From an optimization exercise on the open Yosys and OpenROAD flow, aimed at small area and a short achievable clock period; shortcuts taken in it are not production practice. Power is estimated from default activity; no workload was simulated.

Setup of v6:
==> flow/design.v (excerpt) <==
module pipelined_divider (input             clock,
                          input             reset,
                          input             input_valid,
                          input       [5:0] input_tag,
                          input      [23:0] divisor,
                          input      [31:0] dividend,
                          output reg        output_valid,
                          output reg  [5:0] output_tag,
                          output reg [31:0] quotient,
                          output reg [31:0] remainder);
    wire       in_z = (divisor == 24'd0);
    wire       v0 = input_valid;
    wire [5:0] t0 = input_tag;
    wire [31:0] a0 = dividend ^ {32{dividend[31]}};   
    wire [23:0] d0 = {divisor[23:1], divisor[0] | in_z};
    wire       z0 = in_z;
    wire       n0 = dividend[31];
    wire [31:0] x0 = a0;
    wire [1:0] x2 = {x0[31], x0[30]};
    wire [1:0] dl2 = d0[1:0];
    wire hz2 = (d0[23:2] == 22'd0);
    wire [3:0] dl2_3 = {2'd0, dl2} + {1'd0, dl2, 1'b0};
    wire [4:0] s2_1 = {3'd0, x2} - {3'd0, dl2};
    wire [4:0] s2_2 = {3'd0, x2} - {2'd0, dl2, 1'b0};
    wire [4:0] s2_3 = {3'd0, x2} - {1'd0, dl2_3};
    wire c2_1 = hz2 & ~s2_1[4], c2_2 = hz2 & ~s2_2[4], c2_3 = hz2 & ~s2_3[4];
    wire [1:0] r2_c = c2_2 ? (c2_3 ? s2_3[1:0] : s2_2[1:0]) : (c2_1 ? s2_1[1:0] : x2[1:0]);
    reg        v1, n1, z1;
    reg  [5:0] t1;
    reg [23:0] d1;
    reg [29:0] a1;
    reg [31:30] q1;
    reg [1:0] r1;
    always @(posedge clock) begin
        v1 <= reset ? 1'b0 : v0;
        t1 <= t0;
        n1 <= n0;
        z1 <= z0;
        d1 <= d0;
        a1 <= x0[29:0];
        q1 <= {c2_2, (c2_2 ? c2_3 : c2_1)};
        r1 <= r2_c;
    end
    wire [3:0] x4 = {r1, a1[29], a1[28]};
    wire [3:0] dl4 = d1[3:0];
    wire hz4 = (d1[23:4] == 20'd0);
    wire [5:0] dl4_3 = {2'd0, dl4} + {1'd0, dl4, 1'b0};
    wire [6:0] s4_1 = {3'd0, x4} - {3'd0, dl4};
    wire [6:0] s4_2 = {3'd0, x4} - {2'd0, dl4, 1'b0};
  ...
Size in the first run: about 12000 cells after synthesis, roughly 1500 flip-flops, about 140 I/O pins.
export LEC_CHECK = 0
export ABC_AREA = 1
export ABC_CLOCK_PERIOD_IN_PS = 3000
export CAP_MARGIN = 20
export CORE_MARGIN = 2
export CORE_UTILIZATION = 40
export CTS_CLUSTER_DIAMETER = 80
export CTS_CLUSTER_SIZE = 30
export SETUP_SLACK_MARGIN = 4.25
export SLEW_MARGIN = 20
create_clock -name core_clock -period 7.0 [get_ports {clock}]
standard.sh (not shown) runs the stock make flow with config.mk's settings and CLKGATE_MAP_FILE= SYNTH_SCRIPT=/design/flow/synth_recipe.tcl, a recipe that flattens the netlist after the stock synthesis.
==> flow/flow/run.sh <==
#!/bin/bash
set -euo pipefail
here=$(cd "$(dirname "$0")" && pwd)
source "$here/vars.sh"
bash standard.sh > flow.log 2>&1
==> flow/flow/vars.sh <==
# ORFS variables for this flow (see run.sh)
# No full-adder cell mapping in synthesis: ABC maps the adders itself.
export ADDER_MAP_FILE=
# Port buffers: a plain buffer rather than the default pick (a delay cell).
export BUFFER_PORTS_ARGS="-buffer_cell sky130_fd_sc_hd__buf_2"
Inputs modified between v6 and v7:
-- flow/design.v --
<<< v6, line 392
    wire [25:0] sf = {1'b0, xf} - {2'd0, d15};
    wire        gf = ~sf[25];
    wire [23:0] rf = gf ? sf[23:0] : xf[23:0];
    wire [31:0] qf = {q15, gf};
    wire [25:0] xi = {1'b0, xf} + 26'd1;
    wire        ex = gf ? (xi == {1'b0, d15, 1'b0}) : (xi == {2'd0, d15});
    wire [30:0] qhn = -q15;
    wire [31:0] qn = gf ? {~q15, 1'b1} : {qhn, 1'b0};   
    wire [31:0] qs = n15 ? (ex ? ~qf : qn) : qf;
    wire [31:0] rs = n15 ? (ex ? 32'd0 : ~{8'd0, rf}) : {8'd0, rf};
    wire [31:0] qa = qf ^ {32{n15}};   
    always @(posedge clock) begin
>>> v7, line 392
    wire [25:0] sf = {1'b0, xf} - {2'd0, d15};
    wire        gf = ~sf[25];
    wire [31:0] qf = {q15, gf};
    wire [25:0] xi = {1'b0, xf} + 26'd1;
    wire        e0 = (xi == {2'd0, d15});         
    wire        e1 = (xi == {1'b0, d15, 1'b0});   
    wire [30:0] qhn = -q15;
    wire [30:0] qsh = n15 ? ((gf | e0) ? ~q15 : qhn) : q15;
    wire        qs0 = gf ^ (n15 & (gf ? e1 : e0));
    wire [31:0] qs = {qsh, qs0};
    wire [23:0] rg1 = n15 ? (e1 ? 24'd0 : ~sf[23:0]) : sf[23:0];
    wire [23:0] rg0 = n15 ? (e0 ? 24'd0 : ~xf[23:0]) : xf[23:0];
    wire [7:0]  rs8 = {8{n15 & ~(gf ? e1 : e0)}};
    wire [31:0] rs = {rs8, gf ? rg1 : rg0};
    wire [31:0] qa = qf ^ {32{n15}};   
    always @(posedge clock) begin
## What came out
- v7 reached the final stage; the timing, design-rule and antenna checks on its layout passed.
- v7 vs v6 — count of non-CTS inverters in the layout dropped slightly
- Total power draw: v7 and v6 compared, higher one is v6
- When v7 is set beside v6, its critical-path maximum fanout turns out to be 2 smaller.
- Wire length of the first global-routing pass (v6 / v7): 1.05
- Delta (v7 minus v6): initial antenna violation count picked up an extra 2; final worst slack picked up an extra 98 ps; transition time of the tightest slew-check pin picked up an extra 150 ps.
- Looking at worst hold slack after final layout across both flows, v7 is the stronger of the two, with v6 trailing.
- | sequential-to-total area share from yosys stat | lower: v6 |
- Of v7 and v6, v6 shows the lower complex-gate fraction of the synthesized area, with v7 above it.
No functional check of the RTL was part of any run of this note.

[port drivers added, routing unchanged]
The flow's constraints put no driver on any port. The routed layouts listed below were extracted and timed again, unchanged, in two steps.
Step 1 sets driving cells, clkbuf_16 on the clock port and buf_2 on the other inputs (assumed; they add their load-dependent delay and slew).
Step 2 times the ports against the registers' clock, not the clock port: input delays grow and output delays shrink by t, the midpoint of the rising clock arrivals with the driver on.
a / b / c = no drivers / after step 1 / after step 2; a / b = the first two.
| run | t (ns) | setup slack, ns | worst setup path after step 2 |
|---|---|---|---|
| v6 | 0.857 | 3.823 / 3.823 / 3.823 | register to register |
| v7 | 0.838 | 3.922 / 3.922 / 3.922 | register to register |
After both steps setup and hold are still met in every run listed.
